This is an optimization exercise on Yosys and OpenROAD, whose aim is small area, not a production implementation. Only simulation tests tie the RTL to the original design; equivalence was not proved. Power figures rest on the tool's default switching activity, not on a simulated workload.

--- design/flow/constraint.sdc ---
create_clock -name core_clock -period 110.0 [get_ports {clk}]
set_input_delay 22.0000 -clock core_clock [delete_from_list [all_inputs] [get_ports {clk}]]
set_output_delay 22.0000 -clock core_clock [all_outputs]
set_load 0.01 [all_outputs]
--- design/flow/flow/run.sh ---
#!/bin/bash
# Standard ORFS layout (the standard.sh) with these changes:
#  - synthesis: no adder extraction (ADDER_MAP_FILE empty), no Kogge-Stone carry map
#    (SYNTH_OPERATIONS_ARGS), and abc's area script replaced by flow/abc_area.script
#    (deepsyn, then area-only standard-cell mapping); the registers, their names and
#    cell types are those of the standard synthesis;
#  - the port buffers are sky130_fd_sc_hd__buf_1;
#  - clock tree from sky130_fd_sc_hd__clkbuf_8 only, without dummy loads.
# SCRIPTS_DIR points to a folder of links to ORFS's scripts, with abc_area.script replaced.
set -euo pipefail
HERE=$(pwd)
S=$HERE/scripts
rm -rf "$S"; mkdir -p "$S"
for f in "$FLOW_HOME"/scripts/*; do ln -s "$f" "$S/"; done
rm "$S/abc_area.script"; cp "$HERE/flow/abc_area.script" "$S/abc_area.script"
CTS="-sink_clustering_enable -repair_clock_nets -dont_use_dummy_load -buf_list sky130_fd_sc_hd__clkbuf_8 -sink_clustering_size 25 -sink_clustering_max_diameter 100"
BP="-buffer_cell sky130_fd_sc_hd__buf_1"
export SCRIPTS_DIR="$S" ADDER_MAP_FILE= ABC_AREA=1 SYNTH_OPERATIONS_ARGS=-noshare BUFFER_PORTS_ARGS="$BP" CTS_ARGS="$CTS"
bash standard.sh "SCRIPTS_DIR=$S" ADDER_MAP_FILE= ABC_AREA=1 SYNTH_OPERATIONS_ARGS=-noshare \
  "BUFFER_PORTS_ARGS=$BP" "CTS_ARGS=$CTS" finish > standard_flow.log 2>&1
--- design/flow/standard.sh ---
#!/bin/bash
# synth_recipe.tcl (not shown) runs the flow's synth.tcl, then flattens the netlist and writes it again
# the make line also repeats each setting of config.mk as NAME=value (left out here)
make -C /OpenROAD-flow-scripts/flow DESIGN_CONFIG=/design/flow/config.mk WORK_HOME=/design/flow/orfs CLKGATE_MAP_FILE= SYNTH_SCRIPT=/design/flow/synth_recipe.tcl "${@:-finish}"
--- design/flow/design.v ---
module Calculator2_0(clk, rst, col, btn, btnres, fil, Sseg, anodos);
	input clk;
	input rst;
	input [3:0] col;
	input btn;
	input btnres;
	output [3:0] fil;
	output [6:0] Sseg;
	output [7:0] anodos;
	reg [5:0] c50;       
	reg [2:0] m5;        
	reg [2:0] cb;        
	reg [1:0] r;         
	reg       fs;        
	wire tick = (c50 == 6'd49);
	wire rtick = (c50 == 6'd24) && (m5 == 3'd0) && cb[0];
	always @(posedge clk) begin
		if (rst) begin
			c50 <= 6'd25;
			m5 <= 3'd7;
			cb <= 3'd0;
			r <= 2'b10;
			fs <= 1'b0;
		end else begin
			c50 <= tick ? 6'd0 : c50 + 6'd1;
			if (tick) begin
				m5 <= (m5 == 3'd4) ? 3'd0 : (m5 == 3'd7) ? 3'd1 : m5 + 3'd1;
				cb <= cb + 3'd1;
			end
			if (rtick) begin
				r <= {r[0], !r[1]};
				fs <= 1'b1;
			end
		end
	end
	assign fil = {fs && r == 2'b00, fs && r == 2'b01, fs && r == 2'b11, fs && r == 2'b10};
	assign anodos = (m5 == 3'd7) ? 8'hFF : ~(8'd1 << cb);
	reg [3:0] tecla_q;
	reg [3:0] tecla;
	always @(*) begin
		tecla = tecla_q;
		if (col == 4'b1000 || col == 4'b0100 || col == 4'b0010 || col == 4'b0001) begin
			if (!fs) tecla = 4'd15;
			else case ({r, col})
				6'b00_1000: tecla = 4'd15;
				6'b00_0100: tecla = 4'd0;
				6'b00_0010: tecla = 4'd14;
				6'b00_0001: tecla = 4'd13;
				6'b01_1000: tecla = 4'd1;
				6'b01_0100: tecla = 4'd2;
				6'b01_0010: tecla = 4'd3;
				6'b01_0001: tecla = 4'd10;
				6'b11_1000: tecla = 4'd4;
				6'b11_0100: tecla = 4'd5;
				6'b11_0010: tecla = 4'd6;
				6'b11_0001: tecla = 4'd11;
				6'b10_1000: tecla = 4'd7;
				6'b10_0100: tecla = 4'd8;
				6'b10_0010: tecla = 4'd9;
				default:    tecla = 4'd12;
			endcase
		end
	end
	always @(posedge clk) begin
		if (rst) tecla_q <= 4'd15;
		else tecla_q <= tecla;
	end
	reg [3:0] D0, D1, D2, D3, D4, D5, D6, D7;
	reg F0, F2, F3, F4;       
	reg estado, btnON, btnresON;
	reg [2:0] q;              
	reg [4:0] oc;             
	wire tog = tick && !btnres && !btnresON;
	wire est_n = estado ^ tog;
	wire adv = !btn && !btnON;
	wire [2:0] q_n = q - {2'b0, adv};
	wire ewr = tick && !est_n;    
	reg [3:0] a2, a1, a0, b2, b1, b0;
	reg [1:0] oper;
	reg sig1;
	wire run = estado && !tick;
	wire [1:0] g = c50[5:4];
	wire [3:0] k = c50[3:0];
	wire s_clr = run && (c50 == 6'd0);
	wire s_slot = run && (k != 4'd0) && (k <= 4'd9) && (g != 2'd3);
	wire s_fin = run && (c50 == 6'd48);
	wire mul = (oper == 2'd2);
	wire dv = (oper == 2'd3);
	wire sub = !oper[1] && (oper[0] ^ sig1);
	wire add = !oper[1] && !(oper[0] ^ sig1);
	wire fail = !D7[2];           
	wire ph2 = run && sub && fail && (g == 2'd2) && (k >= 4'd4) && (k <= 4'd6);   
	wire s_sh = run && (((k == 4'd0) && (g == 2'd1 || g == 2'd2)) || ph2);
	wire s_rot = run && dv && (g == 2'd2) && (k >= 4'd10) && (k <= 4'd12);
	wire s33 = run && (c50 == 6'd33);
	wire s39 = run && (c50 == 6'd39);
	reg [3:0] Y;
	always @(*) begin
		case (ph2 ? c50[1:0] : g)
			2'd0: Y = a2;
			2'd1: Y = a1;
			default: Y = a0;
		endcase
	end
	wire [3:0] ins = mul ? 4'd0 : (sub && (sig1 ^ ph2)) ? c9(Y) : Y;
	wire subt = dv || sub;        
	wire cmpb = dv || (sub && (s33 ^ sig1));     
	wire en = (mul && s_slot && (k <= Y)) || (dv && s_slot) || (add && s33) ||
	          (sub && (s33 || (s39 && fail)));
	function [4:0] bcdadd;
		input [3:0] x;
		input [3:0] y;
		input c;
		reg [4:0] k;
		reg [3:0] t;
		reg co;
		integer j;
		begin
			k[0] = c;
			for (j = 0; j < 4; j = j + 1) begin
				t[j] = x[j] ^ y[j] ^ k[j];
				k[j+1] = (x[j] & y[j]) | (x[j] & k[j]) | (y[j] & k[j]);
			end
			co = k[4] | (t[3] & (t[2] | t[1]));
			bcdadd = {co, t[3] ^ (co & (t[2] | t[1])), t[2] ^ (co & ~t[1]), t[1] ^ co, t[0]};
		end
	endfunction
	function [4:0] bcdinc;
		input [3:0] x;
		input c;
		begin
			if (!c) bcdinc = {1'b0, x};
			else if (x == 4'd9) bcdinc = 5'b10000;
			else bcdinc = {1'b0, x + 4'd1};
		end
	endfunction
	function [3:0] c9;
		input [3:0] x;
		begin
			c9 = {~(x[3] | x[2] | x[1]), x[2] ^ x[1], x[1], ~x[0]};
		end
	endfunction
	wire [3:0] U0 = D0;
	wire [3:0] U1 = D1;
	wire [3:0] U2 = D2;
	wire [3:0] V0 = cmpb ? c9(b0) : b0;
	wire [3:0] V1 = cmpb ? c9(b1) : b1;
	wire [3:0] V2 = cmpb ? c9(b2) : b2;
	wire [4:0] S0 = bcdadd(U0, V0, subt);
	wire [4:0] S1 = bcdadd(U1, V1, S0[4]);
	wire [4:0] S2 = bcdadd(U2, V2, S1[4]);
	wire c3 = S2[4];
	wire [3:0] D3m = (D3 == 4'd0) ? 4'd9 : D3 - 4'd1;
	wire [4:0] S3 = subt ? {c3 | (D3 != 4'd0), c3 ? D3 : D3m} : bcdinc(D3, c3);
	wire c4 = S3[4] && !sub;
	wire [4:0] S4 = bcdinc(D4, c4);
	wire [4:0] S5 = bcdinc(D5, S4[4]);
	wire wr = en && (!subt || S3[4] || (sub && s39));
	wire err = dv && ((D3 != 4'd0) || (D4 != 4'd0) || (D5 != 4'd0) || ({b2, b1, b0} == 12'd0));
	wire neg_fin = sub ? fail : (sig1 && !err);
	wire ld = !rst && (s_clr || s_sh || s_rot);      
	wire sh = !rst && (s_sh || s_rot);
	wire w = !rst && wr;
	wire fin = !rst && s_fin;
	wire s7 = !rst && sub && s33;
	wire [7:0] e = {8{ewr && !rst}} & (8'd1 << q_n);
	wire [3:0] din0 = s_rot ? D6 : ins;
	wire [7:0] hold;
	assign hold[0] = !(rst || e[0] || ld || w || (fin && err));
	assign hold[1] = !(rst || e[1] || ld || w || (fin && err));
	assign hold[2] = !(rst || e[2] || ld || w || (fin && err));
	assign hold[3] = !(rst || e[3] || ld || w || (fin && (err || sub)));
	assign hold[4] = !(rst || e[4] || ld || w || (fin && (err || sub)));
	assign hold[5] = !(rst || e[5] || ld || w || (fin && (err || sub)));
	assign hold[6] = !(rst || e[6] || ld || fin);
	assign hold[7] = !(rst || e[7] || s7 || fin);
	wire ferr = fin && err;
	wire [3:0] D0n = ({4{hold[0]}} & D0) | ({4{e[0]}} & tecla) | ({4{ld && !rst}} & din0) | ({4{w}} & S0[3:0]) | {4{rst || ferr}};
	wire [3:0] D1n = ({4{hold[1]}} & D1) | ({4{e[1]}} & tecla) | ({4{sh}} & D0) | ({4{w}} & S1[3:0]) | {4{rst}};
	wire [3:0] D2n = ({4{hold[2]}} & D2) | ({4{e[2]}} & tecla) | ({4{sh}} & D1) | ({4{w}} & S2[3:0]) | {4{rst || ferr}};
	wire [3:0] D3n = ({4{hold[3]}} & D3) | ({4{e[3]}} & tecla) | ({4{sh}} & D2) | ({4{w}} & S3[3:0]) | {4{rst || ferr}};
	wire [3:0] D4n = ({4{hold[4]}} & D4) | ({4{e[4]}} & tecla) | ({4{sh}} & D3) | ({4{w}} & S4[3:0]) | {{3{rst || ferr}}, rst};
	wire [3:0] D5n = ({4{hold[5]}} & D5) | ({4{e[5]}} & tecla) | ({4{sh}} & D4) | ({4{w}} & S5[3:0]) | {4{rst || ferr}};
	wire [3:0] D6n = ({4{hold[6]}} & D6) | ({4{e[6]}} & tecla) | ({4{sh}} & D5) |
	                 {rst || fin, rst || (fin && !neg_fin), rst || fin, rst || fin};
	wire [3:0] D7n = ({4{hold[7]}} & D7) | ({4{e[7]}} & tecla) |
	                 {rst || fin || s7, rst || fin || (s7 && S3[4]), rst || fin || s7, rst || fin || s7};
	always @(posedge clk) begin
		D0 <= D0n; D1 <= D1n; D2 <= D2n; D3 <= D3n;
		D4 <= D4n; D5 <= D5n; D6 <= D6n; D7 <= D7n;
		if (rst) begin
			F0 <= 1'b0; F2 <= 1'b0; F3 <= 1'b0; F4 <= 1'b0;
			estado <= 1'b0; btnON <= 1'b0; btnresON <= 1'b0;
			q <= 3'd7;
			oc <= 5'd15;
		end else begin
			if (tick) begin
				btnresON <= !btnres;
				estado <= est_n;
				case (cb)
					3'd7: oc <= {F0, D0};
					3'd0: oc <= {1'b0, D1};
					3'd1: oc <= {F2, D2};
					3'd2: oc <= {F3, D3};
					3'd3: oc <= {F4, D4};
					3'd4: oc <= {1'b0, D5};
					3'd5: oc <= {1'b0, D6};
					default: oc <= {1'b0, D7};
				endcase
			end
			if (ewr) begin
				btnON <= !btn;
				q <= q_n;
			end
			if (e[0]) F0 <= 1'b0;
			if (e[2]) F2 <= 1'b0;
			if (e[3]) F3 <= 1'b0;
			if (e[4]) F4 <= 1'b0;
			if (s_fin) begin
				F0 <= err; F2 <= err; F3 <= err; F4 <= err;
			end
		end
	end
	always @(posedge clk) begin
		if (rst) begin
			a2 <= 4'd0; a1 <= 4'd0; a0 <= 4'd0;
			b2 <= 4'd0; b1 <= 4'd0; b0 <= 4'd0;
			oper <= 2'd0; sig1 <= 1'b0;
		end else if (!estado) begin
			if (D6 <= 4'd9) a2 <= D6;
			if (D5 <= 4'd9) a1 <= D5;
			if (D4 <= 4'd9) a0 <= D4;
			if (D2 <= 4'd9) b2 <= D2;
			if (D1 <= 4'd9) b1 <= D1;
			if (D0 <= 4'd9) b0 <= D0;
			if (D3 >= 4'd10 && D3 <= 4'd13) oper <= D3[1:0] + 2'd2;
			sig1 <= (D7 != 4'd15);
		end
	end
	assign Sseg[6] = !(oc == 5'd0 || oc == 5'd2 || oc == 5'd3 || oc == 5'd5 || oc == 5'd6 || oc == 5'd7 || oc == 5'd8 || oc == 5'd9 || oc == 5'd30 || oc == 5'd31);
	assign Sseg[5] = !(oc == 5'd0 || oc == 5'd1 || oc == 5'd2 || oc == 5'd3 || oc == 5'd4 || oc == 5'd7 || oc == 5'd8 || oc == 5'd9 || oc == 5'd12 || oc == 5'd13);
	assign Sseg[4] = !(oc == 5'd0 || oc == 5'd1 || oc == 5'd3 || oc == 5'd4 || oc == 5'd5 || oc == 5'd6 || oc == 5'd7 || oc == 5'd8 || oc == 5'd9 || oc == 5'd10 || oc == 5'd12);
	assign Sseg[3] = !(oc == 5'd0 || oc == 5'd2 || oc == 5'd3 || oc == 5'd5 || oc == 5'd6 || oc == 5'd8 || oc == 5'd9 || oc == 5'd14 || oc == 5'd30 || oc == 5'd31);
	assign Sseg[2] = !(oc == 5'd0 || oc == 5'd2 || oc == 5'd6 || oc == 5'd8 || oc == 5'd12 || oc == 5'd13 || oc == 5'd30 || oc == 5'd31);
	assign Sseg[1] = !(oc == 5'd0 || oc == 5'd4 || oc == 5'd5 || oc == 5'd6 || oc == 5'd8 || oc == 5'd9 || oc == 5'd10 || oc == 5'd12 || oc == 5'd30 || oc == 5'd31);
	assign Sseg[0] = !(oc == 5'd2 || oc == 5'd3 || oc == 5'd4 || oc == 5'd5 || oc == 5'd6 || oc == 5'd8 || oc == 5'd9 || oc == 5'd10 || oc == 5'd11 || oc == 5'd12 || oc == 5'd14 || oc == 5'd30);
endmodule
--- design/flow/flow/abc_area.script ---
strash
&get -n
&deepsyn -T 400
&put
dch
amap
topo
--- design/flow/config.mk ---
export PLATFORM = sky130hd
export DESIGN_NAME = Calculator2_0
export DESIGN_NICKNAME = Calculator2_0
export VERILOG_FILES = /design/flow/design.v
export SDC_FILE = /design/flow/constraint.sdc
export NUM_CORES = 4
export LEC_CHECK = 0
export ABC_AREA = 1
export CAP_MARGIN = 20
export CORE_MARGIN = 2
export CORE_UTILIZATION = 40
export SLEW_MARGIN = 20
==> run_results.csv, run 1 <==
group,metric,value,unit
global_routing,antenna_found_initial,0,
logic_synthesis,syn-num-nets,788,
logic_synthesis,ys.flop_type,"dfxtp_1",
logic_synthesis,synth_seq_area_share,34.8,%
global_routing,grt_max_degree,29,
floorplan,ios,27,
route,firstDrtPassIters,6,
clock_tree,cts_tree,"done",
sta,min_period,24.33,ns
job,maxCapViolations,0,
setup_path,setup.worst_path.class,"in -> reg",
cells_and_area,num_antenna_cells,0,
setup_path,crit_path_end_kind,"register",
sta,setup_tns,0,ns
floorplan,start_util,40.7,%
power_and_ir_drop,powerDensity,10.9,mW/mm^2
logic_synthesis,async_reset_ff_share,0,%
cells_and_area,fin_area,0.00584,sq mm
logic_synthesis,syn_area,0.00534,sq mm
cells_and_area,final_common_cell,"nor2_1",
sta,slew_violations,0,
route,post_drt_via_cell_ratio,6.05,
clock_tree,cts_hold_buf,0,
sta,rsz0062_at_grt,"false",
clock_tree,clockBufferDepth,2,
clock_tree,clkLatencyLatePin,0.40,ns
sta,setup_viol,0,
sta,finalHoldViolCount,0,
sta,period_share,22.1,%
route,detail_route.iter0.violations,635,
floorplan,die-area,0.0143,sq mm
global_routing,grt_pass1_wl,29.8,mm
floorplan,core-area,0.0131,sq mm
logic_synthesis,yosysUniqueCellTypes,44,
logic_synthesis,ys_top_cells_by_area,"dfxtp_1 35%, nor2_1 11%, clkinv_1 7.7%",
setup_path,critPathMaxFanout,6,
clock_tree,cts_root_buf,"clkbuf_8",
sta,timing.fmax,41.1,MHz
run_status,status,"no timing/DRC/antenna violations",
floorplan,fp-row-count,42,
cells_and_area,final_layout_size_suffix_gt1_share,1.95,%
floorplan,die_y,120,um
global_routing,grt_usage,26.9,%
route,drc_errors,0,
place,post_dp_cell_area,0.00571,sq mm
clock_tree,cts.htree.levels,3,
worst_hold_path,hp-class,"reg -> reg",
sta,worst_pin_slew,1.23,ns
route,wl,19.1,mm
setup_path,cp-start-kind,"primary input",
clock_tree,cts_sinks,93,
sta,relSlewSlack,17.7,%
setup_path,critPathArrivalTime,24.58,ns
global_routing,gr-total-overflow,0,
clock_tree,post_cts_resized,0,
place,io_buffers,26,
clock_tree,clkTransAtPathRegs,0.10,ns
route,vias,6036,
place,dp_hpwl,14.6,mm
logic_synthesis,synth_edf_count,0,
cells_and_area,nets,832,
sta,worst_clock_skew,0.0270,ns
setup_path,critical_path_required,110.25,ns
global_routing,grt_pass1_vias,5485,
clock_tree,cts_setup_buffers,0,
floorplan,die_width,120,um
clock_tree,numCtsBuffers,9,
power_and_ir_drop,p_leak,2.04,nW
cells_and_area,final_cell_mix,"162 x nor2_1, 110 x clkinv_1, 93 x dfxtp_1",
logic_synthesis,synthCells,780,
logic_synthesis,synth_top_area_share,34.8,%
route,wl_per_cell,19.2,um
logic_synthesis,synth_seq_cells,93,
route,detail-route-antenna-nets,0,
logic_synthesis,avgSynthCellArea,6.85,sq um
cells_and_area,syn2layout_area_growth,9.25,%
power_and_ir_drop,irDropWorstVdd,0.00483,mV
logic_synthesis,yosysTopAreaCell,"dfxtp_1",
sta,timing.hold.ws,0.473,ns
place,gp_congestion,0.974,
logic_synthesis,ys_warn_count,1,
cells by family after synthesis:
logic type / count (synthesis) / synth area share [%]
AO/OA/AOI/OAI: 248 / 30.6
buffers and inverters: 110 / 7.73
flip-flops: 93 / 34.8
AND/OR/NAND/NOR: 329 / 26.8
worst paths after layout:
kind / start / to / slack (ns) / depth (start not counted)
max: btnres / D4[3]$_DFF_P_ / 85.67 / 12
min reg2reg: a2[0]$_SDFFE_PP0P_ / a2[0]$_SDFFE_PP0P_ / 0.47 / 2
max reg2reg: sig1$_SDFFE_PP0N_ / D4[3]$_DFF_P_ / 99.32 / 44
min: a2[0]$_SDFFE_PP0P_ / a2[0]$_SDFFE_PP0P_ / 0.47 / 2
state kept, by name, summed over array words and instances (netlist names), 4 cells and up:
| register | flops |
|---|---|
| D5 | 4 |
| D6 | 4 |
| D4 | 4 |
| oc | 5 |
| D7 | 4 |
| b2 | 4 |
| b0 | 4 |
| tecla_q | 4 |
| D3 | 4 |
| D1 | 4 |
| D2 | 4 |
| b1 | 4 |
| D0 | 4 |
| c50 | 6 |
| a1 | 4 |
| a0 | 4 |
| a2 | 4 |
critical path, cell delays in order:
cell	delay, ns
buf_1	0.08
nor2_1	0.20
o211ai_1	0.19
or3_1	0.45
o21ai_0	0.32
nor2_1	0.12
nand3_1	0.22
clkinv_1	0.09
o21ai_0	0.38
nor2_1	0.12
a311oi_1	0.29
o21ai_0	0.12
Yosys cell counts, types with 3 or more instances:
cell / count
a221oi_1: 8
nor3_1: 39
o221a_1: 6
nand4_1: 4
o22ai_1: 36
o31ai_1: 3
o22a_1: 5
a2111oi_0: 4
o211ai_1: 3
a31oi_1: 9
nor4_1: 6
a211oi_1: 9
a21oi_1: 38
o221ai_1: 18
o32ai_1: 5
a31o_1: 6
nor2b_1: 5
a21o_1: 3
nand2_1: 65
or2_0: 13
nor2_1: 162
a311oi_1: 3
o2111ai_1: 3
o21ai_0: 72
a22oi_1: 3
dfxtp_1: 93
nand3_1: 13
clkinv_1: 110
or3_1: 16
power breakdown:
part           internal [mW]  total, mW  switching (mW)
registers             0.0345     0.0354        0.000883
clock network        0.00735     0.0192          0.0119
logic                0.00281    0.00876         0.00595
per-stage QoR:
| stage | std cells | worst slack [ns] | utilization [%] | power, mW |
|---|---|---|---|---|
| finish | 998 | 85.67 | 44.4 | 0.0634 |
| floorplan | 780 | 85.93 | - | 0.0420 |
| detailed placement | 989 | 85.37 | 43.5 | 0.0446 |
| global placement | 989 | 85.55 | 43.5 | 0.0444 |
| CTS | 998 | 85.76 | 44.4 | 0.0634 |
| global route | 998 | 85.37 | 44.4 | 0.0657 |
layer usage:
metal  GRT usage, %  part of all wire (%)  wire length [um]  up-vias
li1               -                     -                 -     2896
met3           5.09                   7.2              1370       47
met5              0                     0                 0        -
met1           36.3                    45              8640     2791
met4           10.7                   3.4               641        0
met2           42.5                    44              8460      302
final cells by class:
class	count	area, sq um
sequential	93	1860
clock buffer	9	124
multi-input combinational	577	3070
inverter	110	413
timing repair buffer	33	150
fill	1411	7300
tap	176	220
==> run 2: changes to the inputs <==
--- a/design/flow/flow/run.sh
+++ b/design/flow/flow/run.sh
@@ -13,7 +13,7 @@
 rm -rf "$S"; mkdir -p "$S"
 for f in "$FLOW_HOME"/scripts/*; do ln -s "$f" "$S/"; done
 rm "$S/abc_area.script"; cp "$HERE/flow/abc_area.script" "$S/abc_area.script"
-CTS="-sink_clustering_enable -repair_clock_nets -dont_use_dummy_load -buf_list sky130_fd_sc_hd__clkbuf_8 -sink_clustering_size 25 -sink_clustering_max_diameter 100"
+CTS="-sink_clustering_enable -repair_clock_nets -dont_use_dummy_load -buf_list sky130_fd_sc_hd__clkbuf_8"
 BP="-buffer_cell sky130_fd_sc_hd__buf_1"
 export SCRIPTS_DIR="$S" ADDER_MAP_FILE= ABC_AREA=1 SYNTH_OPERATIONS_ARGS=-noshare BUFFER_PORTS_ARGS="$BP" CTS_ARGS="$CTS"
 bash standard.sh "SCRIPTS_DIR=$S" ADDER_MAP_FILE= ABC_AREA=1 SYNTH_OPERATIONS_ARGS=-noshare \
==> design/flow/flow/abc_area.script (replaced) <==
strash
&get -n
&deepsyn -T 120
&put
dch
amap
topo
--- a/design/flow/config.mk
+++ b/design/flow/config.mk
@@ -8,5 +8,5 @@
 export ABC_AREA = 1
 export CAP_MARGIN = 20
 export CORE_MARGIN = 2
-export CORE_UTILIZATION = 40
+export CORE_UTILIZATION = 65
 export SLEW_MARGIN = 20
==> run 2 against run 1 <==
Against the previous run: worst setup slack worse by 0.093 ns; die area is 37% lower; critical path depth rose by 5; via count is 2.7% higher; combinational power down 7.6%; routed wire length is 7.6% lower; flip-flop and latch count unchanged; sequential power about the same; area after synthesis is essentially flat; critical path type unchanged; critical endpoint is now D3[2]$_DFF_P_; largest cell class unchanged; largest power group unchanged.
==> run_results.csv, run 2 <==
group,metric,value,unit
logic_synthesis,synth_top_area_share,34.8,%
job,maxCapViolations,0,
sta,rsz0062_at_grt,"false",
route,wl,17.7,mm
global_routing,grt_pass1_wl,27.4,mm
floorplan,core-area,0.00809,sq mm
route,drc_errors,0,
logic_synthesis,yosys-top-cells-count,"132 x clkinv_1, 124 x nor2_1, 93 x dfxtp_1, 56 x o21ai_0, 53 x o22ai_1",
clock_tree,cts_hold_buf,0,
worst_hold_path,whs_endpoint,"c50[0]$_SDFF_PP1_",
floorplan,start_util,66.1,%
power_and_ir_drop,p_leak,1.95,nW
sta,worst_clock_skew,0.0252,ns
logic_synthesis,synth_seq_area_share,34.8,%
clock_tree,clkLatencyLatePin,0.37,ns
clock_tree,cts_root_buf,"clkbuf_8",
clock_tree,cts_sinks,93,
clock_tree,post_cts_resized,0,
global_routing,antenna_found_initial,0,
place,placed_cells,895,
floorplan,die-area,0.00897,sq mm
floorplan,fp-row-count,33,
logic_synthesis,syn_area,0.00535,sq mm
route,detail-route-antenna-nets,0,
setup_path,critPathMaxFanout,5,
logic_synthesis,ys_top_cells_by_area,"dfxtp_1 35%, clkinv_1 9.3%, nor2_1 8.7%",
logic_synthesis,yosysTopAreaCell,"dfxtp_1",
cells_and_area,instances_no_fill,904,
sta,period_share,22.2,%
global_routing,gr-total-overflow,0,
sta,setup_tns,0,ns
setup_path,r2r-end,"D4[3]$_DFF_P_",
global_routing,grt_max_degree,26,
setup_path,critPathArrivalTime,24.66,ns
clock_tree,cts_tree,"done",
setup_path,crit_path_end_kind,"register",
route,vias,6200,
logic_synthesis,async_reset_ff_share,0,%
global_routing,use_met1,52.8,%
sta,setup_viol,0,
setup_path,cp-start-kind,"primary input",
cells_and_area,fillCellCount,697,
setup_path,setup.worst_path.class,"in -> reg",
route,post_drt_via_cell_ratio,6.86,
sta,slew_violations,0,
cells_and_area,reg_top3,"c50: 6 flops, oc: 5 flops",
cells_and_area,nets,809,
run_status,status,"no timing/DRC/antenna violations",
cells_and_area,final_cell_mix,"132 x clkinv_1, 124 x nor2_1, 93 x dfxtp_1",
setup_path,critical_path_required,110.24,ns
clock_tree,cts.htree.levels,3,
floorplan,die_width,94.7,um
power_and_ir_drop,powerDensity,10.8,mW/mm^2
clock_tree,numCtsBuffers,9,
global_routing,grt_busiest_layer,"met2",
sta,finalHoldViolCount,0,
floorplan,ios,27,
place,gp_congestion,1.04,
setup_path,timing.rr.start,"sig1$_SDFFE_PP0N_",
cells_and_area,num_antenna_cells,0,
logic_synthesis,synth_edf_count,0,
logic_synthesis,yosysUniqueCellTypes,44,
sta,relSlewSlack,35.3,%
route,firstDrtPassIters,7,
cells_and_area,multiInputGateArea,0.00299,sq mm
clock_tree,clockBufferDepth,2,
logic_synthesis,ys.flop_type,"dfxtp_1",
place,io_buffers,26,
setup_path,reg2reg_depth,45,
setup_path,regToRegSetupSlack,99.68,ns
sta,timing.fmax,40.9,MHz
sta,min_period,24.42,ns
power_and_ir_drop,irDropWorstVdd,0.00839,mV
logic_synthesis,ys_warn_count,1,
cells_and_area,final_common_cell,"clkinv_1",
cells_and_area,final_layout_size_suffix_gt1_share,1.63,%
logic_synthesis,avgSynthCellArea,7.04,sq um
route,detail_route.iter0.violations,870,
clock_tree,cts_setup_buffers,0,
logic_synthesis,syn-num-nets,768,
cells_and_area,largest_reg_flops,6,
place,dp_hpwl,13.3,mm
global_routing,grt_pass1_vias,5539,
route,wl_per_cell,19.6,um
logic_synthesis,synth.most_common_cell,"clkinv_1",
worst_hold_path,hold_start,"c50[0]$_SDFF_PP1_",
logic_synthesis,synthCells,760,
cells_and_area,seqCellArea,0.00186,sq mm
cells_and_area,top_register,"c50",
global_routing,met3_usage,9.66,%
worst_hold_path,hold_depth,1,
sta,worst_pin_slew,0.946,ns
global_routing,grt_usage,39.9,%
clock_tree,clkTransAtPathRegs,0.07,ns
floorplan,die_y,94.7,um
global_routing,grt.met2_usage,61.6,%
cells_and_area,syn2layout_area_growth,7.16,%
worst_hold_path,hp-class,"reg -> reg",
logic_synthesis,synth_seq_cells,93,
==> run 2: cell types whose count changed in the layout (fill, tap and decap cells not counted), moves of 11 or more <==
cell | previous run | this run
a21oi_1 | 38 | 49
clkinv_1 | 110 | 132
nand2_1 | 65 | 52
nor2_1 | 162 | 124
nor3_1 | 39 | 23
o21ai_0 | 71 | 56
o22ai_1 | 36 | 53
==> run 2: cells by family after synthesis <==
group	Yosys count	share of synthesized area (%)
flops	93	34.8
buf+inv	132	9.27
compound gates	278	34.8
simple gates	257	21.1
==> run 2: cell type report <==
| class | instances | share of cell area (%) |
|---|---|---|
| Timing Repair Buffer | 30 | 2.23 |
| Inverter | 132 | 8.65 |
| Sequential cell | 93 | 32.5 |
| Clock buffer | 9 | 2.16 |
| Tap cell | 105 | 2.29 |
| Multi-Input combinational cell | 535 | 52.2 |
==> run 2: critical path, stage by stage <==
cell	delay, ns
buf_1	0.09
nor2_1	0.05
nand2_1	0.06
o211ai_1	0.18
or2_0	0.30
nor2_1	0.16
nand2_1	0.11
o21ai_0	0.17
nand2_1	0.12
nor3_1	0.22
o22ai_1	0.19
clkinv_1	0.11
nor2_1	0.05
a21oi_1	0.25
o21a_1	0.22
a222oi_1	0.08
a2111o_1	0.29
==> run 2: metal layers <==
layer  wire length, um  part of all wire, %
met5                 0                    0
met4               713                  4.0
met1              7160                   41
met2              7620                   43
met3              2180                   12
==> run 2: worst max-delay path by stage <==
stage	start	end	slack [ns]	depth (start not counted)
after global routing	btnres	D3[2]$_DFF_P_	85.35	16
after floorplan	btnres	D3[2]$_DFF_P_	85.85	15
after global placement	btnres	D3[2]$_DFF_P_	85.58	17
final	btnres	D3[2]$_DFF_P_	85.58	17
after CTS	btnres	D3[2]$_DFF_P_	85.65	17
after detailed placement	btnres	D3[2]$_DFF_P_	85.31	17
==> run 2: through the flow <==
stage               hold slack (ns)  setup WS, ns  util [%]  total power [mW]  instance area, sq um
floorplan                     0.399         85.85         -            0.0417                  5350
detailed placement            0.421         85.31      69.3            0.0438                  5610
global placement              0.421         85.58      69.3            0.0434                  5610
global route                  0.455         85.35      70.8            0.0639                  5730
finish                        0.432         85.58      70.8            0.0618                  5730
CTS                           0.435         85.65      70.8            0.0612                  5730
==> run 2: power breakdown <==
part | leakage (nW) | internal [mW] | switching [mW] | total, mW
clock network | 0.0647 | 0.00736 | 0.0112 | 0.0185
logic | 1.13 | 0.00280 | 0.00528 | 0.00809
registers | 0.759 | 0.0345 | 0.000688 | 0.0352
==> run 3: changes to the inputs <==
--- a/design/flow/config.mk
+++ b/design/flow/config.mk
@@ -8,5 +8,5 @@
 export ABC_AREA = 1
 export CAP_MARGIN = 20
 export CORE_MARGIN = 2
-export CORE_UTILIZATION = 65
+export CORE_UTILIZATION = 40
 export SLEW_MARGIN = 20
==> run 3 against run 2 <==
Against the previous run: clock-buffer cell count unchanged; core utilization decreased by 27 points; global-route usage decreased by 14 points; critical path depth decreased by 12; highest routed layer unchanged; combinational power increased by 0.5%; cell count increased by 7.9%; critical path type is now reg -> out; non-clock buffer count unchanged.
==> run_results.csv, run 3 <==
group,metric,value,unit
cells_and_area,final_common_cell,"clkinv_1",
sta,finalHoldViolCount,0,
sta,slew_violations,0,
route,post_drt_via_cell_ratio,6.18,
global_routing,grt_usage,26.1,%
setup_path,critPathMaxFanout,9,
sta,min_period,24.41,ns
setup_path,critical_path_required,88.00,ns
setup_path,setup.worst_path.class,"reg -> out",
power_and_ir_drop,p_int,0.0447,mW
route,firstDrtPassIters,5,
clock_tree,clkLatencyLatePin,0.39,ns
cells_and_area,syn2layout_area_growth,8.82,%
logic_synthesis,synth_seq_area_share,34.8,%
global_routing,grt_pass1_wl,29.2,mm
power_and_ir_drop,p_leak,1.95,nW
route,wl_per_cell,19.0,um
clock_tree,cts_hold_buf,0,
global_routing,grt_max_degree,26,
logic_synthesis,synth_edf_count,0,
cells_and_area,top_register,"c50",
power_and_ir_drop,irDropWorstVdd,0.00438,mV
power_and_ir_drop,seqPwrFrac,56.5,%
logic_synthesis,ys.flop_type,"dfxtp_1",
cells_and_area,final_layout_size_suffix_gt1_share,1.63,%
logic_synthesis,synth_seq_cells,93,
logic_synthesis,synth_top_family_by_area,"compound AO/OA/AOI/OAI gates",
route,drc_errors,0,
setup_path,cp-startpoint,"cb[0]$_SDFFE_PP0P_",
clock_tree,cts_tree,"done",
logic_synthesis,synth_compound_area_share,34.8,%
sta,setup_ws,85.59,ns
setup_path,critPathArrivalTime,2.41,ns
route,wl,18.5,mm
place,pre_cts_slack,85.37,ns
cells_and_area,fin_area,0.00582,sq mm
logic_synthesis,yosysTopAreaCell,"dfxtp_1",
logic_synthesis,syn-num-nets,768,
global_routing,gr-total-overflow,0,
logic_synthesis,yosysUniqueCellTypes,44,
place,io_buffers,26,
job,maxCapViolations,0,
logic_synthesis,yosys-top-cells-count,"132 x clkinv_1, 124 x nor2_1, 93 x dfxtp_1, 56 x o21ai_0, 53 x o22ai_1",
route,vias,6021,
logic_synthesis,ys_top_cells_by_area,"dfxtp_1 35%, clkinv_1 9.3%, nor2_1 8.7%",
clock_tree,cts_sinks,93,
logic_synthesis,synth_top_area_share,34.8,%
sta,setup_tns,0,ns
global_routing,grt_pass1_vias,5440,
worst_hold_path,hp-class,"reg -> reg",
sta,relSlewSlack,25.7,%
sta,worst_clock_skew,0.0166,ns
cells_and_area,nets,809,
clock_tree,numCtsBuffers,9,
worst_hold_path,hold_start,"btnresON$_SDFFE_PP0P_",
sta,rsz0062_at_grt,"false",
floorplan,ios,27,
power_and_ir_drop,power.switching,0.0177,mW
clock_tree,cts.htree.levels,3,
run_status,status,"no timing/DRC/antenna violations",
clock_tree,post_cts_resized,0,
place,gp_congestion,1.00,
route,detail_route.iter0.violations,692,
power_and_ir_drop,p_sw_share,28.4,%
logic_synthesis,async_reset_ff_share,0,%
route,detail-route-antenna-nets,0,
logic_synthesis,syn_area,0.00535,sq mm
floorplan,die_width,120,um
cells_and_area,fillCellCount,1374,
floorplan,fp-row-count,42,
sta,setup_viol,0,
clock_tree,cts_root_buf,"clkbuf_8",
power_and_ir_drop,power,0.0624,mW
floorplan,core-area,0.0131,sq mm
logic_synthesis,synthCells,760,
place,dp_hpwl,14.1,mm
floorplan,start_util,40.7,%
logic_synthesis,yosys.area_share.simple,21.1,%
clock_tree,clockBufferDepth,2,
sta,worst_pin_slew,1.11,ns
logic_synthesis,synthAdderAreaFrac,0,%
logic_synthesis,synth_mux_area_share,0,%
global_routing,antenna_found_initial,0,
sta,timing.fmax,41.0,MHz
power_and_ir_drop,clockPowerShare,30.5,%
clock_tree,clkTransAtPathRegs,0.08,ns
logic_synthesis,ys_warn_count,1,
cells_and_area,num_antenna_cells,0,
place,post_dp_cell_area,0.00570,sq mm
power_and_ir_drop,combinationalPowerShare,13.0,%
logic_synthesis,avgSynthCellArea,7.04,sq um
clock_tree,cts_setup_buffers,0,
setup_path,cp-start-kind,"register",
logic_synthesis,synth_xor_area_share,0,%
sta,period_share,22.2,%
floorplan,die_y,120,um
power_and_ir_drop,powerDensity,10.7,mW/mm^2
cells_and_area,reg_top3,"c50: 6 flops, oc: 5 flops",
setup_path,timing.rr.start,"sig1$_SDFFE_PP0N_",
logic_synthesis,synth.most_common_cell,"clkinv_1",
floorplan,die-area,0.0143,sq mm
cells_and_area,largest_reg_flops,6,
setup_path,crit_path_end_kind,"output port",
cells_and_area,final_cell_mix,"132 x clkinv_1, 124 x nor2_1, 93 x dfxtp_1",
-- run 3: cell counts in the layout (fill, tap and decap cells not counted) --
Identical to the previous run, type by type.
-- run 3: per-layer routing --
metal	share of wire, %	global-route usage [%]
met2	44	39.5
met5	0	0
met1	45	36.0
met4	3.4	12.8
met3	7.9	4.52
-- run 3: path summary, 6_finish.rpt --
path	slack, ns	depth (start not counted)	to
min reg2reg	0.46	2	btnresON$_SDFFE_PP0P_
min	0.46	2	btnresON$_SDFFE_PP0P_
max	85.59	5	anodos[3]
max reg2reg	99.62	45	D4[3]$_DFF_P_
-- run 3: worst max-delay path, cell delays in order, from the launching register on --
cell,delay [ns]
dfxtp_1,0.41
clkinv_1,0.18
nor2_1,0.61
clkinv_1,0.32
or3_1,0.36
buf_1,0.14
-- run 3: cell families after synthesis --
group / after synthesis
AOI/OAI and AO/OA: 278
and+or+nand+nor: 257
buffers and inverters: 132
DFF: 93
-- run 3: power by group through the flow --
stage	Clock (mW)	Sequential, mW	Combinational, mW
2_1_floorplan	0	0.0358	0.00587
3_3_place_gp	0	0.0360	0.00771
3_5_place_dp	0	0.0360	0.00790
4_1_cts	0.0194	0.0352	0.00795
5_1_grt	0.0205	0.0354	0.00908
6_report	0.0190	0.0352	0.00813
-- run 3: final cells by class --
| type | count | area, sq um | area share [%] |
|---|---|---|---|
| repair buffers | 30 | 128 | 2.19 |
| clock buffers | 9 | 124 | 2.13 |
| multi-input cells | 535 | 2990 | 51.4 |
| well taps | 176 | 220 | 3.78 |
| inverters | 132 | 495 | 8.51 |
| flip-flops and latches | 93 | 1860 | 32.0 |
-- run 3: metrics by stage --
stage | utilization (%) | hold WS [ns] | instances
after floorplan | - | 0.399 | 760
after global placement | 43.4 | 0.441 | 966
after detailed placement | 43.4 | 0.443 | 966
after CTS | 44.3 | 0.464 | 975
after global routing | 44.3 | 0.484 | 975
final | 44.3 | 0.461 | 975
==> run 4: changes to the inputs <==
--- a/design/flow/flow/run.sh
+++ b/design/flow/flow/run.sh
@@ -13,7 +13,7 @@
 rm -rf "$S"; mkdir -p "$S"
 for f in "$FLOW_HOME"/scripts/*; do ln -s "$f" "$S/"; done
 rm "$S/abc_area.script"; cp "$HERE/flow/abc_area.script" "$S/abc_area.script"
-CTS="-sink_clustering_enable -repair_clock_nets -dont_use_dummy_load -buf_list sky130_fd_sc_hd__clkbuf_8"
+CTS="-sink_clustering_enable -repair_clock_nets -dont_use_dummy_load -buf_list \"sky130_fd_sc_hd__clkbuf_4 sky130_fd_sc_hd__clkbuf_8 sky130_fd_sc_hd__clkbuf_16\""
 BP="-buffer_cell sky130_fd_sc_hd__buf_1"
 export SCRIPTS_DIR="$S" ADDER_MAP_FILE= ABC_AREA=1 SYNTH_OPERATIONS_ARGS=-noshare BUFFER_PORTS_ARGS="$BP" CTS_ARGS="$CTS"
 bash standard.sh "SCRIPTS_DIR=$S" ADDER_MAP_FILE= ABC_AREA=1 SYNTH_OPERATIONS_ARGS=-noshare \
==> run 4 against run 3 <==
Against the previous run: the flow now stops in 4_1_cts; area after synthesis unchanged; synthesized cell count unchanged.
==> run_results.csv, run 4 <==
group,metric,value,unit
logic_synthesis,ys.flop_type,"dfxtp_1",
floorplan,ios,27,
floorplan,start_util,40.7,%
logic_synthesis,synth.most_common_cell,"clkinv_1",
logic_synthesis,synth_top_area_share,34.8,%
floorplan,die_width,120,um
logic_synthesis,synth_seq_cells,93,
logic_synthesis,syn-num-nets,768,
logic_synthesis,ys_top_cells_by_area,"dfxtp_1 35%, clkinv_1 9.3%, nor2_1 8.7%",
logic_synthesis,ys_warn_count,1,
floorplan,die_y,120,um
logic_synthesis,syn_area,0.00535,sq mm
logic_synthesis,async_reset_ff_share,0,%
logic_synthesis,synth_edf_count,0,
place,pre_cts_slack,85.37,ns
logic_synthesis,yosys-top-cells-count,"132 x clkinv_1, 124 x nor2_1, 93 x dfxtp_1, 56 x o21ai_0, 53 x o22ai_1",
place,gp_congestion,1.00,
logic_synthesis,yosysUniqueCellTypes,44,
place,placed_cells,966,
logic_synthesis,yosysTopAreaCell,"dfxtp_1",
place,io_buffers,26,
logic_synthesis,synthCells,760,
logic_synthesis,avgSynthCellArea,7.04,sq um
place,dp_hpwl,14.1,mm
run_status,stop_error,"[ERROR STA-0564] clock_tree_synthesis positional arguments not supported.",
run_status,status,"did not finish",
run_status,failing_step,"4_1_cts",
logic_synthesis,synth_seq_area_share,34.8,%
floorplan,fp-row-count,42,
==> run 4: worst max-delay path by stage <==
stage | from | end | slack [ns] | cells after the start
3_5_place_dp | btnres | D3[2]$_DFF_P_ | 85.37 | 16
3_3_place_gp | col[0] | D0[3]$_DFF_P_ | 85.50 | 10
2_1_floorplan | btnres | D3[2]$_DFF_P_ | 85.85 | 15
==> run 4: power by group through the flow <==
stage	registers [mW]	clock network (mW)	logic, mW
2_1_floorplan	0.0358	0	0.00587
3_3_place_gp	0.0360	0	0.00771
3_5_place_dp	0.0360	0	0.00790
==> run 4: stage by stage <==
stage	utilization (%)	area (sq um)	power [mW]
detailed placement	43.4	5700	0.0439
floorplan	-	5350	0.0417
global placement	43.4	5700	0.0437
==> run 4: cells by family after synthesis <==
| logic type | Yosys count | synth area share [%] |
|---|---|---|
| flops | 93 | 34.8 |
| compound gates | 278 | 34.8 |
| buf+inv | 132 | 9.27 |
| simple gates | 257 | 21.1 |
==> run 5: changes to the inputs <==
--- a/design/flow/flow/run.sh
+++ b/design/flow/flow/run.sh
@@ -13,7 +13,7 @@
 rm -rf "$S"; mkdir -p "$S"
 for f in "$FLOW_HOME"/scripts/*; do ln -s "$f" "$S/"; done
 rm "$S/abc_area.script"; cp "$HERE/flow/abc_area.script" "$S/abc_area.script"
-CTS="-sink_clustering_enable -repair_clock_nets -dont_use_dummy_load -buf_list \"sky130_fd_sc_hd__clkbuf_4 sky130_fd_sc_hd__clkbuf_8 sky130_fd_sc_hd__clkbuf_16\""
+CTS="-sink_clustering_enable -repair_clock_nets -dont_use_dummy_load -buf_list {sky130_fd_sc_hd__clkbuf_4 sky130_fd_sc_hd__clkbuf_8 sky130_fd_sc_hd__clkbuf_16}"
 BP="-buffer_cell sky130_fd_sc_hd__buf_1"
 export SCRIPTS_DIR="$S" ADDER_MAP_FILE= ABC_AREA=1 SYNTH_OPERATIONS_ARGS=-noshare BUFFER_PORTS_ARGS="$BP" CTS_ARGS="$CTS"
 bash standard.sh "SCRIPTS_DIR=$S" ADDER_MAP_FILE= ABC_AREA=1 SYNTH_OPERATIONS_ARGS=-noshare \
==> run 5 against run 4 <==
Against the previous run: now clean on timing, DRC and antenna; area after synthesis did not move; synthesized cell count did not move.
==> run_results.csv, run 5 <==
group,metric,value,unit
logic_synthesis,synthAdderAreaFrac,0,%
place,gp_congestion,1.00,
logic_synthesis,ys.flop_type,"dfxtp_1",
cells_and_area,syn2layout_area_growth,10.7,%
clock_tree,post_cts_resized,0,
cells_and_area,final_layout_size_suffix_gt1_share,1.63,%
sta,worst_pin_slew,1.10,ns
cells_and_area,fillCellCount,1362,
sta,period_share,22.1,%
logic_synthesis,synth_seq_cells,93,
logic_synthesis,syn_area,0.00535,sq mm
floorplan,start_util,40.7,%
clock_tree,cts_hold_buf,0,
place,placed_cells,966,
setup_path,crit_path_end_kind,"output port",
logic_synthesis,ys_top_cells_by_area,"dfxtp_1 35%, clkinv_1 9.3%, nor2_1 8.7%",
route,wl,18.5,mm
sta,finalHoldViolCount,0,
floorplan,fp-row-count,42,
cells_and_area,final_cell_mix,"132 x clkinv_1, 124 x nor2_1, 93 x dfxtp_1",
sta,setup_tns,0,ns
run_status,status,"no timing/DRC/antenna violations",
global_routing,gr-total-overflow,0,
setup_path,critical_path_required,88.00,ns
cells_and_area,top_register,"c50",
cells_and_area,fin_area,0.00592,sq mm
logic_synthesis,yosys.area_share.simple,21.1,%
logic_synthesis,synth.most_common_cell,"clkinv_1",
clock_tree,cts_tree,"done",
logic_synthesis,yosysTopAreaCell,"dfxtp_1",
worst_hold_path,hp-class,"reg -> reg",
power_and_ir_drop,seqPwrFrac,50.2,%
cells_and_area,num_antenna_cells,0,
cells_and_area,largest_reg_flops,6,
logic_synthesis,synth_seq_area_share,34.8,%
global_routing,use_met1,35.9,%
logic_synthesis,avgSynthCellArea,7.04,sq um
place,io_buffers,26,
clock_tree,clkTransAtPathRegs,0.06,ns
global_routing,grt_pass1_wl,29.2,mm
setup_path,cp-start-kind,"register",
route,firstDrtPassIters,5,
cells_and_area,final_common_cell,"clkinv_1",
logic_synthesis,yosys-top-cells-count,"132 x clkinv_1, 124 x nor2_1, 93 x dfxtp_1, 56 x o21ai_0, 53 x o22ai_1",
power_and_ir_drop,combinationalPowerShare,11.6,%
job,maxCapViolations,0,
power_and_ir_drop,p_sw_share,26.3,%
global_routing,grt_pass1_vias,5469,
floorplan,die_y,120,um
logic_synthesis,ys_warn_count,1,
setup_path,setup.worst_path.class,"reg -> out",
global_routing,grt.met2_usage,39.4,%
logic_synthesis,synth_compound_area_share,34.8,%
place,pre_cts_slack,85.37,ns
clock_tree,cts_sinks,93,
logic_synthesis,synth_top_area_share,34.8,%
logic_synthesis,yosysUniqueCellTypes,44,
sta,relSlewSlack,26.8,%
clock_tree,cts.htree.levels,3,
clock_tree,clkLatencyLatePin,0.35,ns
global_routing,grt_max_degree,26,
clock_tree,clockBufferDepth,2,
global_routing,grt_busiest_layer,"met2",
power_and_ir_drop,power.switching,0.0185,mW
logic_synthesis,synth_edf_count,0,
logic_synthesis,synth_mux_area_share,0,%
clock_tree,numCtsBuffers,9,
sta,setup_viol,0,
clock_tree,cts_setup_buffers,0,
floorplan,die-area,0.0143,sq mm
cells_and_area,utilization,45.1,%
route,detail_route.iter0.violations,613,
route,drc_errors,0,
sta,slew_violations,0,
clock_tree,cts_root_buf,"clkbuf_16",
logic_synthesis,synth_top_family_by_area,"compound AO/OA/AOI/OAI gates",
floorplan,core-area,0.0131,sq mm
power_and_ir_drop,p_int,0.0518,mW
cells_and_area,reg_top3,"c50: 6 flops, oc: 5 flops",
place,post_dp_cell_area,0.00570,sq mm
sta,timing.fmax,41.1,MHz
logic_synthesis,synth_xor_area_share,0,%
logic_synthesis,synthCells,760,
sta,rsz0062_at_grt,"false",
cells_and_area,nets,809,
global_routing,antenna_found_initial,0,
sta,min_period,24.36,ns
power_and_ir_drop,powerDensity,11.9,mW/mm^2
setup_path,critPathArrivalTime,2.36,ns
sta,timing.hold.ws,0.460,ns
power_and_ir_drop,clockPowerShare,38.2,%
place,dp_hpwl,14.1,mm
cells_and_area,instances_no_fill,975,
power_and_ir_drop,irDropWorstVdd,0.00557,mV
power_and_ir_drop,power,0.0702,mW
global_routing,met3_usage,4.28,%
route,vias,6015,
logic_synthesis,syn-num-nets,768,
route,post_drt_via_cell_ratio,6.17,
setup_path,critPathMaxFanout,4,
route,detail-route-antenna-nets,0,
global_routing,grt_usage,26.1,%
sta,setup_ws,85.64,ns
floorplan,die_width,120,um
sta,worst_clock_skew,0.0121,ns
logic_synthesis,async_reset_ff_share,0,%
route,wl_per_cell,19.0,um
power_and_ir_drop,p_leak,1.99,nW
floorplan,ios,27,
run 5: cell counts after synthesis:
No cell type changed its count.
run 5: layer usage:
metal / share of wire, % / vias to the layer above / routed length [um]
li1: - / 2881 / -
met5: 0 / - / 0
met3: 7.2 / 44 / 1340
met2: 44 / 257 / 8090
met1: 46 / 2833 / 8440
met4: 3.5 / 0 / 646
run 5: cells by family (layout without fill, tap and decap cells):
kind of cell	count (synthesis)	count (layout)
simple gates	257	257
buf+inv	132	171
compound gates	278	278
flops	93	93
run 5: critical path: stages (launching register included):
cell and delay [ns]:
dfxtp_1 0.35, clkinv_1 0.14, nor3_1 0.26, a21oi_1 0.09
o21ai_0 0.30, clkinv_1 0.13, o21a_1 0.20, or2_0 0.23
o21a_1 0.18, buf_1 0.12
run 5: final timing paths:
check             slack, ns                   from  cells after the start                     to
hold reg to reg        0.46  btnresON$_SDFFE_PP0P_                      2  btnresON$_SDFFE_PP0P_
hold / removal         0.46  btnresON$_SDFFE_PP0P_                      2  btnresON$_SDFFE_PP0P_
setup reg to reg      99.62      c50[0]$_SDFF_PP1_                     43          D4[3]$_DFF_P_
setup / recovery      85.64     oc[3]$_SDFFE_PP1P_                      9                Sseg[3]
run 5: cell type report:
type	count	area [sq um]	share of cell area, %
multi-input combinational	535	2990	50.5
sequential	93	1860	31.4
inverter	132	495	8.37
clock buffer	9	225	3.80
tap	176	220	3.72
timing repair buffer	30	128	2.16
run 5: power by group through the flow:
stage,Clock (mW),Sequential (mW),Combinational (mW)
finish,0.0268,0.0353,0.00815
CTS,0.0273,0.0353,0.00796
global placement,0,0.0360,0.00771
detailed placement,0,0.0360,0.00790
global route,0.0283,0.0354,0.00908
floorplan,0,0.0358,0.00587
==> run 6: changes to the inputs <==
--- a/design/flow/flow/run.sh
+++ b/design/flow/flow/run.sh
@@ -13,7 +13,7 @@
 rm -rf "$S"; mkdir -p "$S"
 for f in "$FLOW_HOME"/scripts/*; do ln -s "$f" "$S/"; done
 rm "$S/abc_area.script"; cp "$HERE/flow/abc_area.script" "$S/abc_area.script"
-CTS="-sink_clustering_enable -repair_clock_nets -dont_use_dummy_load -buf_list {sky130_fd_sc_hd__clkbuf_4 sky130_fd_sc_hd__clkbuf_8 sky130_fd_sc_hd__clkbuf_16}"
+CTS="-sink_clustering_enable -repair_clock_nets -dont_use_dummy_load -buf_list sky130_fd_sc_hd__clkbuf_16"
 BP="-buffer_cell sky130_fd_sc_hd__buf_1"
 export SCRIPTS_DIR="$S" ADDER_MAP_FILE= ABC_AREA=1 SYNTH_OPERATIONS_ARGS=-noshare BUFFER_PORTS_ARGS="$BP" CTS_ARGS="$CTS"
 bash standard.sh "SCRIPTS_DIR=$S" ADDER_MAP_FILE= ABC_AREA=1 SYNTH_OPERATIONS_ARGS=-noshare \
==> run 6 against run 5 <==
Against the previous run: register-to-register slack is essentially flat; clock-buffer cell count stayed put; largest cell class unchanged; still clean on timing, DRC and antenna; worst setup slack unchanged; highest routed layer unchanged.
==> run_results.csv, run 6 <==
group,metric,value,unit
run_status,status,"no timing/DRC/antenna violations",
global_routing,grt_busiest_layer,"met2",
setup_path,critPathArrivalTime,2.36,ns
clock_tree,clockBufferDepth,2,
logic_synthesis,avgSynthCellArea,7.04,sq um
logic_synthesis,syn_area,0.00535,sq mm
setup_path,crit_path_end_kind,"output port",
route,post_drt_via_cell_ratio,6.17,
job,maxCapViolations,0,
global_routing,grt_usage,26.1,%
route,wl_per_cell,19.0,um
cells_and_area,fin_area,0.00592,sq mm
floorplan,die-area,0.0143,sq mm
clock_tree,cts_setup_buffers,0,
cells_and_area,largest_reg_flops,6,
route,drc_errors,0,
floorplan,die_width,120,um
logic_synthesis,yosys-top-cells-count,"132 x clkinv_1, 124 x nor2_1, 93 x dfxtp_1, 56 x o21ai_0, 53 x o22ai_1",
sta,timing.hold.ws,0.460,ns
floorplan,fp-row-count,42,
clock_tree,cts_hold_buf,0,
global_routing,grt_pass1_wl,29.2,mm
setup_path,setup.worst_path.class,"reg -> out",
logic_synthesis,synth_top_area_share,34.8,%
clock_tree,clkLatencyLatePin,0.35,ns
sta,min_period,24.36,ns
route,firstDrtPassIters,5,
sta,worst_pin_slew,1.10,ns
power_and_ir_drop,powerDensity,11.9,mW/mm^2
place,dp_hpwl,14.1,mm
global_routing,grt.met2_usage,39.4,%
logic_synthesis,ys_warn_count,1,
setup_path,regToRegSetupSlack,99.62,ns
cells_and_area,syn2layout_area_growth,10.7,%
setup_path,cp-start-kind,"register",
route,detail-route-antenna-nets,0,
clock_tree,post_cts_resized,0,
setup_path,critPathMaxFanout,4,
logic_synthesis,ys_top_cells_by_area,"dfxtp_1 35%, clkinv_1 9.3%, nor2_1 8.7%",
floorplan,core-area,0.0131,sq mm
global_routing,grt_max_degree,26,
setup_path,critical_path_required,88.00,ns
global_routing,gr-total-overflow,0,
clock_tree,cts_sinks,93,
logic_synthesis,ys.flop_type,"dfxtp_1",
sta,timing.fmax,41.1,MHz
clock_tree,cts_root_buf,"clkbuf_16",
sta,rsz0062_at_grt,"false",
route,detail_route.iter0.violations,613,
global_routing,grt_pass1_vias,5469,
logic_synthesis,synth_edf_count,0,
route,vias,6015,
sta,finalHoldViolCount,0,
global_routing,use_met1,35.9,%
place,gp_congestion,1.00,
floorplan,ios,27,
clock_tree,cts_tree,"done",
worst_hold_path,hp-class,"reg -> reg",
sta,worst_clock_skew,0.0121,ns
global_routing,met3_usage,4.28,%
logic_synthesis,yosysUniqueCellTypes,44,
cells_and_area,final_cell_mix,"132 x clkinv_1, 124 x nor2_1, 93 x dfxtp_1",
cells_and_area,nets,809,
logic_synthesis,async_reset_ff_share,0,%
power_and_ir_drop,irDropWorstVdd,0.00557,mV
logic_synthesis,synthCells,760,
power_and_ir_drop,power,0.0702,mW
global_routing,antenna_found_initial,0,
floorplan,die_y,120,um
logic_synthesis,synth_seq_cells,93,
sta,period_share,22.1,%
place,post_dp_cell_area,0.00570,sq mm
cells_and_area,num_antenna_cells,0,
sta,setup_viol,0,
power_and_ir_drop,p_leak,1.99,nW
logic_synthesis,synth_seq_area_share,34.8,%
sta,setup_tns,0,ns
logic_synthesis,syn-num-nets,768,
place,io_buffers,26,
clock_tree,clkTransAtPathRegs,0.06,ns
logic_synthesis,yosysTopAreaCell,"dfxtp_1",
route,wl,18.5,mm
cells_and_area,final_layout_size_suffix_gt1_share,1.63,%
cells_and_area,final_common_cell,"clkinv_1",
worst_hold_path,hold_depth,2,
setup_path,reg2reg_depth,43,
sta,slew_violations,0,
clock_tree,cts.htree.levels,3,
sta,relSlewSlack,26.8,%
logic_synthesis,synth.most_common_cell,"clkinv_1",
floorplan,start_util,40.7,%
clock_tree,numCtsBuffers,9,
cells_and_area,top_register,"c50",
cells_and_area,reg_top3,"c50: 6 flops, oc: 5 flops",
-- run 6: critical path, stage by stage (launching register included) --
cell	delay [ns]
dfxtp_1	0.35
clkinv_1	0.14
nor3_1	0.26
a21oi_1	0.09
o21ai_0	0.30
clkinv_1	0.13
o21a_1	0.20
or2_0	0.23
o21a_1	0.18
buf_1	0.12
-- run 6: kinds of logic (layout without fill, tap and decap cells) --
logic type,after synthesis,after routing,synth area share [%]
buf+inv,132,171,9.27
simple gates,257,257,21.1
flops,93,93,34.8
compound gates,278,278,34.8
-- run 6: final cells by class --
| class | instances | area (sq um) |
|---|---|---|
| fill | 1362 | 7220 |
| multi-input combinational | 535 | 2990 |
| sequential | 93 | 1860 |
| inverter | 132 | 495 |
| clock buffer | 9 | 225 |
| tap | 176 | 220 |
| timing repair buffer | 30 | 128 |
-- run 6: path summary, 6_finish.rpt --
kind / start / end
hold reg to reg: btnresON$_SDFFE_PP0P_ / btnresON$_SDFFE_PP0P_
setup reg to reg: c50[0]$_SDFF_PP1_ / D4[3]$_DFF_P_
hold / removal: btnresON$_SDFFE_PP0P_ / btnresON$_SDFFE_PP0P_
setup / recovery: oc[3]$_SDFFE_PP1P_ / Sseg[3]
-- run 6: through the flow --
| stage | instances | worst slack, ns | utilization [%] |
|---|---|---|---|
| after floorplan | 760 | 85.85 | - |
| after global placement | 966 | 85.50 | 43.4 |
| after detailed placement | 966 | 85.37 | 43.4 |
| after CTS | 975 | 85.69 | 45.1 |
| after global routing | 975 | 85.28 | 45.1 |
| final | 975 | 85.64 | 45.1 |
-- run 6: where the power goes --
part           switching [mW]  leakage (nW)  internal [mW]
logic                 0.00535          1.13        0.00281
registers            0.000720         0.759         0.0346
clock network          0.0124         0.111         0.0144
-- run 6: layer usage --
layer / wire (um) / vias to the layer above / share of wire [%]
li1: - / 2881 / -
met1: 8440 / 2833 / 46
met2: 8090 / 257 / 44
met3: 1340 / 44 / 7.2
met4: 646 / 0 / 3.5
met5: 0 / - / 0
==> run 7: changes to the inputs <==
--- a/design/flow/flow/run.sh
+++ b/design/flow/flow/run.sh
@@ -13,7 +13,7 @@
 rm -rf "$S"; mkdir -p "$S"
 for f in "$FLOW_HOME"/scripts/*; do ln -s "$f" "$S/"; done
 rm "$S/abc_area.script"; cp "$HERE/flow/abc_area.script" "$S/abc_area.script"
-CTS="-sink_clustering_enable -repair_clock_nets -dont_use_dummy_load -buf_list sky130_fd_sc_hd__clkbuf_16"
+CTS="-sink_clustering_enable -repair_clock_nets -dont_use_dummy_load -buf_list sky130_fd_sc_hd__clkbuf_8"
 BP="-buffer_cell sky130_fd_sc_hd__buf_1"
 export SCRIPTS_DIR="$S" ADDER_MAP_FILE= ABC_AREA=1 SYNTH_OPERATIONS_ARGS=-noshare BUFFER_PORTS_ARGS="$BP" CTS_ARGS="$CTS"
 bash standard.sh "SCRIPTS_DIR=$S" ADDER_MAP_FILE= ABC_AREA=1 SYNTH_OPERATIONS_ARGS=-noshare \
--- a/design/flow/config.mk
+++ b/design/flow/config.mk
@@ -6,7 +6,8 @@
 export NUM_CORES = 4
 export LEC_CHECK = 0
 export ABC_AREA = 1
-export CAP_MARGIN = 20
+export CAP_MARGIN = 0
 export CORE_MARGIN = 2
 export CORE_UTILIZATION = 40
-export SLEW_MARGIN = 20
+export GPL_TIMING_DRIVEN = 0
+export SLEW_MARGIN = 0
==> run 7 against run 6 <==
Against the previous run: routed wire length decreased by 5.6%; total power decreased by 12%; die area unchanged; worst setup slack got worse by 0.85 ns; non-clock buffer count decreased by 4; combinational power decreased by 2%; area after synthesis unchanged; largest cell class unchanged; critical path depth decreased by 4; synthesized cell count unchanged; via count decreased by 1.3%; critical endpoint is now D0[3]$_DFF_P_; clock-buffer cell count unchanged; sequential share of layout area increased by 0.71 points.
==> run_results.csv, run 7 <==
group,metric,value,unit
clock_tree,cts_root_buf,"clkbuf_8",
route,firstDrtPassIters,5,
route,detail-route-antenna-nets,0,
clock_tree,cts_sinks,93,
setup_path,cp_top_family,"simple AND/OR/NAND/NOR gates",
global_routing,grt_pass1_vias,5442,
floorplan,die_width,120,um
floorplan,die-area,0.0143,sq mm
cells_and_area,syn2layout_area_growth,8.26,%
global_routing,gr-total-overflow,0,
global_routing,antenna_found_initial,0,
route,topRoutingLayerUsed,"met4",
clock_tree,clkTransAtPathRegs,0.08,ns
global_routing,grt_pass1_wl,27.9,mm
logic_synthesis,synth_seq_area_share,34.8,%
route,vias,5938,
global_routing,grt_max_degree,26,
clock_tree,cts_tree,"done",
setup_path,setup.worst_path.class,"in -> reg",
clock_tree,cts_hold_buf,0,
sta,timing.fmax,39.7,MHz
worst_hold_path,hold_depth,2,
clock_tree,numCtsBuffers,9,
cells_and_area,fillCellCount,1398,
cells_and_area,final_cell_mix,"132 x clkinv_1, 124 x nor2_1, 93 x dfxtp_1",
setup_path,cp_num_cells,5,
cells_and_area,top_register,"c50",
logic_synthesis,synth_seq_cells,93,
route,drc_errors,0,
sta,relSlewSlack,5.01,%
setup_path,critPathMaxStageDelay,1.17,ns
setup_path,critPathArrivalTime,25.43,ns
sta,worst_clock_skew,0.0145,ns
route,wl_met3,1.49,mm
cells_and_area,final_layout_size_suffix_gt1_share,1.13,%
worst_hold_path,hold_start,"btnON$_SDFFE_PP0P_",
worst_hold_path,whs_endpoint,"btnON$_SDFFE_PP0P_",
setup_path,path_buf_inv,2,
logic_synthesis,yosysTopAreaCell,"dfxtp_1",
route,post_drt_via_cell_ratio,6.12,
route,wl,17.5,mm
sta,setup_viol,0,
sta,worst_pin_slew,1.42,ns
setup_path,r2r-end,"D5[3]$_DFF_P_",
cells_and_area,final_common_cell,"clkinv_1",
place,pre_cts_slack,84.59,ns
sta,period_share,22.9,%
place,post_dp_cell_area,0.00567,sq mm
setup_path,cp-start-kind,"primary input",
cells_and_area,nets,805,
power_and_ir_drop,irDropWorstVdd,0.00676,mV
cells_and_area,reg_top3,"c50: 6 flops, oc: 5 flops",
floorplan,start_util,40.7,%
logic_synthesis,ys.flop_type,"dfxtp_1",
power_and_ir_drop,p_leak,1.93,nW
global_routing,grt_usage,24.8,%
clock_tree,clockBufferDepth,2,
setup_path,reg2reg_depth,47,
sta,min_period,25.21,ns
setup_path,path_cells,"buf_1 > nor2_1 > clkinv_1 > a2111oi_0 > o221ai_1",
route,wl_met2,7.61,mm
place,dp_hpwl,13.3,mm
route,detail_route.iter0.violations,474,
setup_path,critical_path_required,110.21,ns
logic_synthesis,yosys-top-cells-count,"132 x clkinv_1, 124 x nor2_1, 93 x dfxtp_1, 56 x o21ai_0, 53 x o22ai_1",
logic_synthesis,avgSynthCellArea,7.04,sq um
logic_synthesis,syn_area,0.00535,sq mm
worst_hold_path,hp-class,"reg -> reg",
sta,setup_ws,84.79,ns
cells_and_area,fin_area,0.00579,sq mm
place,gp_congestion,0.993,
cells_and_area,largest_reg_flops,6,
place,io_buffers,26,
logic_synthesis,ys_top_cells_by_area,"dfxtp_1 35%, clkinv_1 9.3%, nor2_1 8.7%",
logic_synthesis,yosysUniqueCellTypes,44,
logic_synthesis,synthCells,760,
route,wl_per_cell,18.0,um
clock_tree,post_cts_resized,0,
sta,rsz0062_at_grt,"false",
setup_path,regToRegSetupSlack,99.57,ns
setup_path,critPathMaxFanout,25,
floorplan,die_y,120,um
clock_tree,cts.htree.levels,3,
setup_path,timing.rr.start,"c50[0]$_SDFF_PP1_",
clock_tree,cts_setup_buffers,0,
sta,setup_tns,0,ns
setup_path,crit_path_end_kind,"register",
logic_synthesis,synth.most_common_cell,"clkinv_1",
floorplan,core-area,0.0131,sq mm
clock_tree,clkLatencyLatePin,0.38,ns
floorplan,fp-row-count,42,
logic_synthesis,async_reset_ff_share,0,%
setup_path,crit_slowest_cell,"nor2_1",
sta,finalHoldViolCount,0,
logic_synthesis,ys_warn_count,1,
logic_synthesis,syn-num-nets,768,
run_status,status,"no timing/DRC/antenna violations",
logic_synthesis,synth_edf_count,0,
sta,slew_violations,0,
cells_and_area,num_antenna_cells,0,
floorplan,ios,27,
route,wl_met1,7.73,mm
cells_and_area,utilization,44.1,%
logic_synthesis,synth_top_area_share,34.8,%
job,maxCapViolations,0,
power_and_ir_drop,powerDensity,10.7,mW/mm^2
## run 7: cell counts after synthesis
No cell type changed its count.
## run 7: how the worst max path moves through the flow
stage	end	start	slack, ns
3_5_place_dp	D0[3]$_DFF_P_	rst	84.59
4_1_cts	D0[3]$_DFF_P_	rst	84.97
2_1_floorplan	D3[2]$_DFF_P_	btnres	85.85
5_1_grt	D7[0]$_DFF_P_	rst	84.80
6_report	D0[3]$_DFF_P_	rst	84.79
3_3_place_gp	D0[3]$_DFF_P_	rst	84.67
## run 7: per-layer routing
| metal | track usage, % | up-vias |
|---|---|---|
| met2 | 38.5 | 267 |
| met3 | 6.27 | 45 |
| met4 | 10.2 | 0 |
| li1 | - | 2868 |
| met5 | 0 | - |
| met1 | 32.7 | 2758 |
## run 7: final cells by class
type,count,area (sq um),share of cell area [%]
inverter,132,495,8.56
multi-input combinational,535,2990,51.7
timing repair buffer,26,97.6,1.69
sequential,93,1860,32.2
clock buffer,9,124,2.14
tap,176,220,3.80
## run 7: worst register-to-register path, delay by kind of cell (launching register included)
kind            cells  cell delay [ns]
compound gates     20             4.51
buf+inv            10             1.87
flops               1             0.43
simple gates       17             3.47
## run 7: cell families after synthesis
logic type / count (synthesis) / share of synthesized area [%]
flip-flops: 93 / 34.8
buffers and inverters: 132 / 9.27
AND/OR/NAND/NOR: 257 / 21.1
AO/OA/AOI/OAI: 278 / 34.8
## run 7: report_power, final
part | switching (mW) | total, mW | leakage [nW] | internal [mW]
clock | 0.0113 | 0.0186 | 0.0647 | 0.00735
sequential | 0.000732 | 0.0352 | 0.759 | 0.0345
combinational | 0.00524 | 0.00800 | 1.11 | 0.00276
## run 7: stage by stage
step / power, mW / std cells / hold slack (ns)
after CTS: 0.0621 / 971 / 0.457
after floorplan: 0.0417 / 760 / 0.399
final: 0.0619 / 971 / 0.458
after global routing: 0.0646 / 971 / 0.482
after detailed placement: 0.0438 / 962 / 0.437
after global placement: 0.0436 / 962 / 0.426

==> static timing again, ports no longer ideal <==
How much do the figures lean on ideal ports? The routed layouts below were timed once more, with nothing changed but the port constraints.
Step 1 assumes that a clkbuf_16 drives the clock port and a buf_2 every other input.
Step 2 moves the port delays by t, midway between the first and last clock arrival at a register: inputs arrive t later, outputs are due t later. That takes back most of the time a late clock gives input paths.
Slacks: ideal / step 1 / step 2; pairs: ideal / step 1.
run | t, ns | slack for setup (ns) | clock arrival spread, ns | worst slew at a driven data input, ns
run 1 | 0.422 | 85.669 / 85.684 / 85.262 | 0.027 / 0.028 | 0.03
run 2 | 0.389 | 85.576 / 85.574 / 85.196 | 0.025 / 0.026 | 0.03
run 3 | 0.415 | 85.593 / 85.557 / 85.297 | 0.017 / 0.016 | 0.03
run 5 | 0.386 | 85.641 / 85.602 / 85.284 | 0.013 / 0.013 | 0.03
run 6 | 0.386 | 85.641 / 85.602 / 85.284 | 0.013 / 0.013 | 0.03
run 7 | 0.412 | 84.789 / 84.809 / 84.397 | 0.015 / 0.015 | 0.03
After both steps setup and hold are still met in every run listed. The setup slack of run 1, which loses most, moves by +0.015 ns with the drivers and by -0.407 ns with both steps.
